This design comes from an exercise in tuning for small area on the open sky130 flow, not from production work.
In this exercise RTL edits were held to simulation tests only and were not proved equivalent to the original.
Power and IR drop assume default switching activity.

==> exp/zinc: inputs <==
// traffic_lights
module traffic_lights #(
  parameter BLINK_HALF_PERIOD_MS  = 2,
  parameter BLINK_GREEN_TIME_TICK = 5,
  parameter RED_YELLOW_MS         = 10,
  parameter WIDTH                 = 16
) (
  input  logic               clk_i,           
  input  logic               srst_i,          
  input  logic [2:0]         cmd_type_i,      
  input  logic               cmd_valid_i,     
  input  logic [WIDTH-1:0]   cmd_data_i,      
  output logic               red_o,           
  output logic               yellow_o,        
  output logic               green_o          
);
==> module traffic_lights, before the edit <==
module traffic_lights #(
  parameter BLINK_HALF_PERIOD_MS  = 2,
  parameter BLINK_GREEN_TIME_TICK = 5,
  parameter RED_YELLOW_MS         = 10,
  parameter WIDTH                 = 16
) (
  input  logic               clk_i,           
  input  logic               srst_i,          
  input  logic [2:0]         cmd_type_i,      
  input  logic               cmd_valid_i,     
  input  logic [WIDTH-1:0]   cmd_data_i,      
  output logic               red_o,           
  output logic               yellow_o,        
  output logic               green_o          
);
localparam int GB_TICKS = 2 * BLINK_HALF_PERIOD_MS * BLINK_GREEN_TIME_TICK;
logic             st_a, st_b;
logic             lit, mode_n, mode_i, aux;
logic [WIDTH-1:0] cnt;
logic [WIDTH-1:0] green_time, red_time, yellow_time;
logic c0, c1, c2;
assign c0 = cmd_valid_i && ( cmd_type_i == 3'd0 );
assign c1 = cmd_valid_i && ( cmd_type_i == 3'd1 );
assign c2 = cmd_valid_i && ( cmd_type_i == 3'd2 );
logic in_n, in_u, gb;
assign lit    = red_o || yellow_o || green_o;
assign mode_n = st_a && ( lit || st_b );
assign in_n   = mode_n;
assign in_u   = !st_a && ( lit || st_b );
assign gb     = st_a && st_b;
assign mode_i = !lit && !st_b;
assign aux    = mode_i ? st_a : st_b;
logic p_r, p_ry, p_g, p_y;
assign p_r  = red_o && !yellow_o;
assign p_ry = red_o &&  yellow_o;
assign p_g  = green_o && !gb;
assign p_y  = yellow_o && !red_o;
logic one, zero, fire;
assign one  = ( cnt == WIDTH'(1) );
assign zero = ( cnt == '0 );
assign fire = mode_n && one;
logic n_n, n_u, n_aux, n_red, n_yel, n_grn;
assign n_n = !srst_i && ( c0 || ( mode_n && !c1 && !c2 ) );
assign n_u = !srst_i && ( c2 || ( in_u && !c0 && !c1 ) || ( in_n && !c1 && ( one ? p_g : gb ) ) );
always_comb
  begin
    if ( mode_n )
      begin
        if ( c1 )
          begin
            n_aux = p_r && !one;
            n_red = 1'b0;
            n_yel = 1'b0;
            n_grn = 1'b0;
          end
        else if ( c2 )
          begin
            n_aux = !one;
            n_red = one && p_y;
            n_yel = !( one && yellow_o );
            n_grn = one && p_ry;
          end
        else if ( one )
          begin
            n_aux = p_r && !one;
            n_red = p_r || p_y;
            n_yel = p_r || gb;
            n_grn = p_ry || p_g;
          end
        else
          begin
            n_aux = p_r && !one;
            n_red = red_o;
            n_yel = yellow_o;
            n_grn = green_o ^ ( gb && cnt[0] );
          end
      end
    else if ( in_u )
      begin
        n_aux = !c0 && !c1 && aux;
        n_red = c0 || ( !c1 && red_o );
        n_yel = !c0 && !c1 && ( yellow_o ^ ( aux && cnt[0] ) );
        n_grn = !c0 && !c1 && green_o;
      end
    else
      begin
        n_aux = c2 || ( !c0 && aux );
        n_red = c0;
        n_yel = c2;
        n_grn = 1'b0;
      end
  end
always_ff @( posedge clk_i )
  if ( srst_i )
    begin
      st_a     <= 1'b0;
      st_b     <= 1'b0;
      red_o    <= 1'b0;
      yellow_o <= 1'b0;
      green_o  <= 1'b0;
    end
  else
    begin
      st_a     <= n_n || ( !n_u && n_aux );
      st_b     <= n_u && ( n_n || n_aux );
      red_o    <= n_red;
      yellow_o <= n_yel;
      green_o  <= n_grn;
    end
logic ld_r, ld_g, ld_y, ld_ry, ld_gb, ld_z, ld_any, dec;
assign ld_r   = ( fire && p_y ) || ( in_u && c0 )
             || ( mode_i && !c2 && ( aux ? one : c0 ) );
assign ld_g   = fire && p_ry;
assign ld_y   = fire && gb;
assign ld_ry  = fire && p_r;
assign ld_gb  = fire && p_g;
assign ld_z   = c2 && ( mode_i || ( mode_n && !one ) );
assign ld_any = ld_r || ld_g || ld_y || ld_ry || ld_gb || ld_z;
assign dec    = ( mode_n && !zero ) || ( in_u && aux );
logic [WIDTH-1:0] ld_val;
assign ld_val = ( {WIDTH{ld_r}} & red_time    )
              | ( {WIDTH{ld_g}} & green_time  )
              | ( {WIDTH{ld_y}} & yellow_time )
              | ( {WIDTH{ld_ry}} & WIDTH'(RED_YELLOW_MS) )
              | ( {WIDTH{ld_gb}} & WIDTH'(GB_TICKS) );
always_ff @( posedge clk_i )
  cnt <= ld_any ? ld_val : cnt - WIDTH'(dec);
logic [WIDTH-1:0] set_val;
logic             set_ok, we_g, we_r, we_y;
assign set_val = ( ( cmd_data_i != '0 ) ? cmd_data_i : WIDTH'(1) ) & {WIDTH{!srst_i}};
assign set_ok  = cmd_valid_i && in_u;
assign we_g    = srst_i || ( set_ok && cmd_type_i == 3'd3 );
assign we_r    = srst_i || ( set_ok && cmd_type_i == 3'd4 );
assign we_y    = srst_i || ( set_ok && cmd_type_i == 3'd5 );
always_ff @( posedge clk_i )
  begin
    if ( we_g ) green_time  <= set_val;
    if ( we_r ) red_time    <= set_val;
    if ( we_y ) yellow_time <= set_val;
  end
endmodule
clock: 10.0 ns
lec_check: 0
cap_margin: 0
core_margin: 2
core_utilization: 40
gpl_timing_driven: 0
slew_margin: 0
buffer_ports_args: -buffer_cell sky130_fd_sc_hd__buf_1
cts_args: -sink_clustering_enable -repair_clock_nets -dont_use_dummy_load -buf_list sky130_fd_sc_hd__clkbuf_4
standard.sh (not shown) runs the stock make flow with config.mk's settings and CLKGATE_MAP_FILE= SYNTH_SCRIPT=/design/flow/synth_recipe.tcl, a recipe that flattens the netlist after the stock synthesis.
==> flow/flow/run.sh <==
#!/bin/bash
# The standard layout, with these changes:
#  - synthesis runs synth_recipe.tcl unchanged, but ABC maps the logic with an
#    area-oriented script (flow/abc_area_map.script) instead of ORFS's speed
#    script, and adders are left to ABC (no ADDER_MAP_FILE half-adder cells)
#  - ports are buffered with sky130_fd_sc_hd__buf_1
#  - the clock tree uses clkbuf_4 and no dummy loads
set -euo pipefail
HERE=$PWD
rm -rf "$HERE/scripts_abc"
cp -r "$FLOW_HOME/scripts" "$HERE/scripts_abc"
cp "$HERE/flow/abc_area_map.script" "$HERE/scripts_abc/abc_speed.script"
cat >> config.mk <<'E2'
export ADDER_MAP_FILE =
export BUFFER_PORTS_ARGS = -buffer_cell sky130_fd_sc_hd__buf_1
export CTS_ARGS = -sink_clustering_enable -repair_clock_nets -dont_use_dummy_load -buf_list sky130_fd_sc_hd__clkbuf_4
E2
bash standard.sh SCRIPTS_DIR="$HERE/scripts_abc" synth > synth_make.log 2>&1
bash standard.sh > layout_make.log 2>&1
==> flow/flow/abc_area_map.script <==
strash
&get -n
&st
&deepsyn -J 300 -T 600 -S 27
&nf -R 1000 -p
&put
==> inputs of exp/delta, as changes to exp/zinc <==
--- a/flow/design.v
+++ b/flow/design.v
@@ -14,26 +14,19 @@
   output logic               green_o          
 );
 localparam int GB_TICKS = 2 * BLINK_HALF_PERIOD_MS * BLINK_GREEN_TIME_TICK;
-logic             st_a, st_b;
-logic             lit, mode_n, mode_i, aux;
+logic             mode_n, mode_u, mode_i;
+logic             aux;
 logic [WIDTH-1:0] cnt;
 logic [WIDTH-1:0] green_time, red_time, yellow_time;
 logic c0, c1, c2;
 assign c0 = cmd_valid_i && ( cmd_type_i == 3'd0 );
 assign c1 = cmd_valid_i && ( cmd_type_i == 3'd1 );
 assign c2 = cmd_valid_i && ( cmd_type_i == 3'd2 );
-logic in_n, in_u, gb;
-assign lit    = red_o || yellow_o || green_o;
-assign mode_n = st_a && ( lit || st_b );
-assign in_n   = mode_n;
-assign in_u   = !st_a && ( lit || st_b );
-assign gb     = st_a && st_b;
-assign mode_i = !lit && !st_b;
-assign aux    = mode_i ? st_a : st_b;
+assign mode_i = !mode_n && !mode_u;
 logic p_r, p_ry, p_g, p_y;
 assign p_r  = red_o && !yellow_o;
 assign p_ry = red_o &&  yellow_o;
-assign p_g  = green_o && !gb;
+assign p_g  = green_o && !aux;
 assign p_y  = yellow_o && !red_o;
 logic one, zero, fire;
 assign one  = ( cnt == WIDTH'(1) );
@@ -41,7 +34,7 @@
 assign fire = mode_n && one;
 logic n_n, n_u, n_aux, n_red, n_yel, n_grn;
 assign n_n = !srst_i && ( c0 || ( mode_n && !c1 && !c2 ) );
-assign n_u = !srst_i && ( c2 || ( in_u && !c0 && !c1 ) || ( in_n && !c1 && ( one ? p_g : gb ) ) );
+assign n_u = !srst_i && ( c2 || ( mode_u && !c0 && !c1 ) );
 always_comb
   begin
     if ( mode_n )
@@ -62,20 +55,20 @@
           end
         else if ( one )
           begin
-            n_aux = p_r && !one;
+            n_aux = p_g;
             n_red = p_r || p_y;
-            n_yel = p_r || gb;
+            n_yel = p_r || aux;
             n_grn = p_ry || p_g;
           end
         else
           begin
-            n_aux = p_r && !one;
+            n_aux = aux;
             n_red = red_o;
             n_yel = yellow_o;
-            n_grn = green_o ^ ( gb && cnt[0] );
+            n_grn = green_o ^ ( aux && cnt[0] );
           end
       end
-    else if ( in_u )
+    else if ( mode_u )
       begin
         n_aux = !c0 && !c1 && aux;
         n_red = c0 || ( !c1 && red_o );
@@ -93,30 +86,32 @@
 always_ff @( posedge clk_i )
   if ( srst_i )
     begin
-      st_a     <= 1'b0;
-      st_b     <= 1'b0;
+      mode_n   <= 1'b0;
+      mode_u   <= 1'b0;
+      aux      <= 1'b0;
       red_o    <= 1'b0;
       yellow_o <= 1'b0;
       green_o  <= 1'b0;
     end
   else
     begin
-      st_a     <= n_n || ( !n_u && n_aux );
-      st_b     <= n_u && ( n_n || n_aux );
+      mode_n   <= n_n;
+      mode_u   <= n_u;
+      aux      <= n_aux;
       red_o    <= n_red;
       yellow_o <= n_yel;
       green_o  <= n_grn;
     end
 logic ld_r, ld_g, ld_y, ld_ry, ld_gb, ld_z, ld_any, dec;
-assign ld_r   = ( fire && p_y ) || ( in_u && c0 )
+assign ld_r   = ( fire && p_y ) || ( mode_u && c0 )
              || ( mode_i && !c2 && ( aux ? one : c0 ) );
 assign ld_g   = fire && p_ry;
-assign ld_y   = fire && gb;
+assign ld_y   = fire && aux;
 assign ld_ry  = fire && p_r;
 assign ld_gb  = fire && p_g;
 assign ld_z   = c2 && ( mode_i || ( mode_n && !one ) );
 assign ld_any = ld_r || ld_g || ld_y || ld_ry || ld_gb || ld_z;
-assign dec    = ( mode_n && !zero ) || ( in_u && aux );
+assign dec    = ( mode_n && !zero ) || ( mode_u && aux );
 logic [WIDTH-1:0] ld_val;
 assign ld_val = ( {WIDTH{ld_r}} & red_time    )
               | ( {WIDTH{ld_g}} & green_time  )
@@ -128,7 +123,7 @@
 logic [WIDTH-1:0] set_val;
 logic             set_ok, we_g, we_r, we_y;
 assign set_val = ( ( cmd_data_i != '0 ) ? cmd_data_i : WIDTH'(1) ) & {WIDTH{!srst_i}};
-assign set_ok  = cmd_valid_i && in_u;
+assign set_ok  = cmd_valid_i && mode_u;
 assign we_g    = srst_i || ( set_ok && cmd_type_i == 3'd3 );
 assign we_r    = srst_i || ( set_ok && cmd_type_i == 3'd4 );
 assign we_y    = srst_i || ( set_ok && cmd_type_i == 3'd5 );
==> flow/flow/run.sh (replaced) <==
#!/bin/bash
# The standard layout, with three changes:
#  - synthesis runs synth_recipe.tcl unchanged, but ABC maps the logic with an
#    area-oriented script (flow/abc_area_map.script) instead of ORFS's speed script
#  - ports are buffered with sky130_fd_sc_hd__buf_1
#  - the clock tree uses clkbuf_4 and no dummy loads
set -euo pipefail
HERE=$PWD
rm -rf "$HERE/scripts_abc"
cp -r "$FLOW_HOME/scripts" "$HERE/scripts_abc"
cp "$HERE/flow/abc_area_map.script" "$HERE/scripts_abc/abc_speed.script"
cat >> config.mk <<'E2'
export BUFFER_PORTS_ARGS = -buffer_cell sky130_fd_sc_hd__buf_1
export CTS_ARGS = -sink_clustering_enable -repair_clock_nets -dont_use_dummy_load -buf_list sky130_fd_sc_hd__clkbuf_4
E2
bash standard.sh SCRIPTS_DIR="$HERE/scripts_abc" synth > synth_make.log 2>&1
bash standard.sh > layout_make.log 2>&1
==> flow/flow/abc_area_map.script (replaced) <==
strash
&get -n
&st
&syn2
&dch -f
&nf -R 1000 -p
&put
==> inputs of exp/onyx, as changes to exp/zinc <==
--- a/flow/design.v
+++ b/flow/design.v
@@ -14,26 +14,19 @@
   output logic               green_o          
 );
 localparam int GB_TICKS = 2 * BLINK_HALF_PERIOD_MS * BLINK_GREEN_TIME_TICK;
-logic             st_a, st_b;
-logic             lit, mode_n, mode_i, aux;
+logic             mode_n, mode_u, mode_i;
+logic             aux;
 logic [WIDTH-1:0] cnt;
 logic [WIDTH-1:0] green_time, red_time, yellow_time;
 logic c0, c1, c2;
 assign c0 = cmd_valid_i && ( cmd_type_i == 3'd0 );
 assign c1 = cmd_valid_i && ( cmd_type_i == 3'd1 );
 assign c2 = cmd_valid_i && ( cmd_type_i == 3'd2 );
-logic in_n, in_u, gb;
-assign lit    = red_o || yellow_o || green_o;
-assign mode_n = st_a && ( lit || st_b );
-assign in_n   = mode_n;
-assign in_u   = !st_a && ( lit || st_b );
-assign gb     = st_a && st_b;
-assign mode_i = !lit && !st_b;
-assign aux    = mode_i ? st_a : st_b;
+assign mode_i = !mode_n && !mode_u;
 logic p_r, p_ry, p_g, p_y;
 assign p_r  = red_o && !yellow_o;
 assign p_ry = red_o &&  yellow_o;
-assign p_g  = green_o && !gb;
+assign p_g  = green_o && !aux;
 assign p_y  = yellow_o && !red_o;
 logic one, zero, fire;
 assign one  = ( cnt == WIDTH'(1) );
@@ -41,7 +34,7 @@
 assign fire = mode_n && one;
 logic n_n, n_u, n_aux, n_red, n_yel, n_grn;
 assign n_n = !srst_i && ( c0 || ( mode_n && !c1 && !c2 ) );
-assign n_u = !srst_i && ( c2 || ( in_u && !c0 && !c1 ) || ( in_n && !c1 && ( one ? p_g : gb ) ) );
+assign n_u = !srst_i && ( c2 || ( mode_u && !c0 && !c1 ) );
 always_comb
   begin
     if ( mode_n )
@@ -62,20 +55,20 @@
           end
         else if ( one )
           begin
-            n_aux = p_r && !one;
+            n_aux = p_g;
             n_red = p_r || p_y;
-            n_yel = p_r || gb;
+            n_yel = p_r || aux;
             n_grn = p_ry || p_g;
           end
         else
           begin
-            n_aux = p_r && !one;
+            n_aux = aux;
             n_red = red_o;
             n_yel = yellow_o;
-            n_grn = green_o ^ ( gb && cnt[0] );
+            n_grn = green_o ^ ( aux && cnt[0] );
           end
       end
-    else if ( in_u )
+    else if ( mode_u )
       begin
         n_aux = !c0 && !c1 && aux;
         n_red = c0 || ( !c1 && red_o );
@@ -93,30 +86,32 @@
 always_ff @( posedge clk_i )
   if ( srst_i )
     begin
-      st_a     <= 1'b0;
-      st_b     <= 1'b0;
+      mode_n   <= 1'b0;
+      mode_u   <= 1'b0;
+      aux      <= 1'b0;
       red_o    <= 1'b0;
       yellow_o <= 1'b0;
       green_o  <= 1'b0;
     end
   else
     begin
-      st_a     <= n_n || ( !n_u && n_aux );
-      st_b     <= n_u && ( n_n || n_aux );
+      mode_n   <= n_n;
+      mode_u   <= n_u;
+      aux      <= n_aux;
       red_o    <= n_red;
       yellow_o <= n_yel;
       green_o  <= n_grn;
     end
 logic ld_r, ld_g, ld_y, ld_ry, ld_gb, ld_z, ld_any, dec;
-assign ld_r   = ( fire && p_y ) || ( in_u && c0 )
+assign ld_r   = ( fire && p_y ) || ( mode_u && c0 )
              || ( mode_i && !c2 && ( aux ? one : c0 ) );
 assign ld_g   = fire && p_ry;
-assign ld_y   = fire && gb;
+assign ld_y   = fire && aux;
 assign ld_ry  = fire && p_r;
 assign ld_gb  = fire && p_g;
 assign ld_z   = c2 && ( mode_i || ( mode_n && !one ) );
 assign ld_any = ld_r || ld_g || ld_y || ld_ry || ld_gb || ld_z;
-assign dec    = ( mode_n && !zero ) || ( in_u && aux );
+assign dec    = ( mode_n && !zero ) || ( mode_u && aux );
 logic [WIDTH-1:0] ld_val;
 assign ld_val = ( {WIDTH{ld_r}} & red_time    )
               | ( {WIDTH{ld_g}} & green_time  )
@@ -128,7 +123,7 @@
 logic [WIDTH-1:0] set_val;
 logic             set_ok, we_g, we_r, we_y;
 assign set_val = ( ( cmd_data_i != '0 ) ? cmd_data_i : WIDTH'(1) ) & {WIDTH{!srst_i}};
-assign set_ok  = cmd_valid_i && in_u;
+assign set_ok  = cmd_valid_i && mode_u;
 assign we_g    = srst_i || ( set_ok && cmd_type_i == 3'd3 );
 assign we_r    = srst_i || ( set_ok && cmd_type_i == 3'd4 );
 assign we_y    = srst_i || ( set_ok && cmd_type_i == 3'd5 );
==> flow/flow/run.sh (replaced) <==
#!/bin/bash
# The standard layout, with three changes:
#  - synthesis runs synth_recipe.tcl unchanged, but ABC maps the logic with an
#    area-oriented script (flow/abc_area_map.script) instead of ORFS's speed script
#  - ports are buffered with sky130_fd_sc_hd__buf_1
#  - the clock tree uses clkbuf_4 and no dummy loads
set -euo pipefail
HERE=$PWD
rm -rf "$HERE/scripts_abc"
cp -r "$FLOW_HOME/scripts" "$HERE/scripts_abc"
cp "$HERE/flow/abc_area_map.script" "$HERE/scripts_abc/abc_speed.script"
cat >> config.mk <<'E2'
export BUFFER_PORTS_ARGS = -buffer_cell sky130_fd_sc_hd__buf_1
export CTS_ARGS = -sink_clustering_enable -repair_clock_nets -dont_use_dummy_load -buf_list sky130_fd_sc_hd__clkbuf_4
E2
bash standard.sh SCRIPTS_DIR="$HERE/scripts_abc" synth > synth_make.log 2>&1
bash standard.sh > layout_make.log 2>&1
==> flow/flow/abc_area_map.script (replaced) <==
strash
&get -n
&st
&syn2
&dch -f
&nf -R 1000 -p
&put
CORE_UTILIZATION = 75   (was 40)
PLACE_DENSITY = 0.85   (was default)
==> notes.md <==
* GR Util met1 at 41.8%
* CP required at 10.35 ns
* Largest family of logic cells by synthesized area: simple AND/OR/NAND/NOR gates
* Worst slack, placed at 5.61 ns
* Status: finished clean
* GRT Resource Usage Total at 29.4%
* ClkCell Share at 2.07%
* Dominant cells by area after synthesis: edfxtp_1 48%, dfxtp_1 15%, nand2_1 4.8%
* Non-clk bufs at 25
* Sequential fraction of design power at 63.8%
* FF+latch area at 1880 um^2
* Met3 Use GR at 8.33%
The numbers above come from exp/onyx.

==> notes.md <==
* Status: finished clean
* GR Util met1 at 22.4%
* Largest family of logic cells by synthesized area: compound AO/OA/AOI/OAI gates
* CP required at 10.26 ns
* Met3 Use GR at 2.94%
* Sequential fraction of design power at 65.0%
* GRT Resource Usage Total at 15.9%
* Dominant cells by area after synthesis: edfxtp_1 52%, dfxtp_1 15%, a222oi_1 4.3%
* Non-clk bufs at 24
The numbers above come from exp/zinc.

==> notes.md <==
* GRT Resource Usage Total at 15.9%
* Sequential fraction of design power at 64.0%
* FF+latch area at 1880 um^2
* Status: finished clean
* Met3 Use GR at 2.74%
* Non-clk bufs at 25
* GR Util met1 at 23.5%
* Dominant cells by area after synthesis: edfxtp_1 48%, dfxtp_1 15%, nand2_1 4.8%
The numbers above come from exp/delta.

static timing again, ports no longer ideal:
The results above use ideal ports. As a check the final layouts listed here were re-extracted and re-timed, cells and wires unchanged. Step 1 sets driving cells, clkbuf_16 on the clock port and buf_2 on the other inputs (assumed; they add their load-dependent delay and slew). Step 2 also shifts input and output timing later by t, the mid clock arrival at the registers, as if the neighbouring blocks saw the same clock. a / b / c = no drivers / after step 1 / after step 2; a / b = the first two.
| run | shift t [ns] | slack for setup (ns) | latest minus earliest clock arrival (ns) |
|---|---|---|---|
| exp/zinc | 0.417 | 6.244 / 6.244 / 5.992 | 0.035 / 0.036 |
| exp/delta | 0.421 | 6.031 / 6.031 / 5.610 | 0.030 / 0.030 |
| exp/onyx | 0.428 | 5.956 / 5.964 / 5.535 | 0.025 / 0.025 |
After both steps every run listed still meets setup and hold.
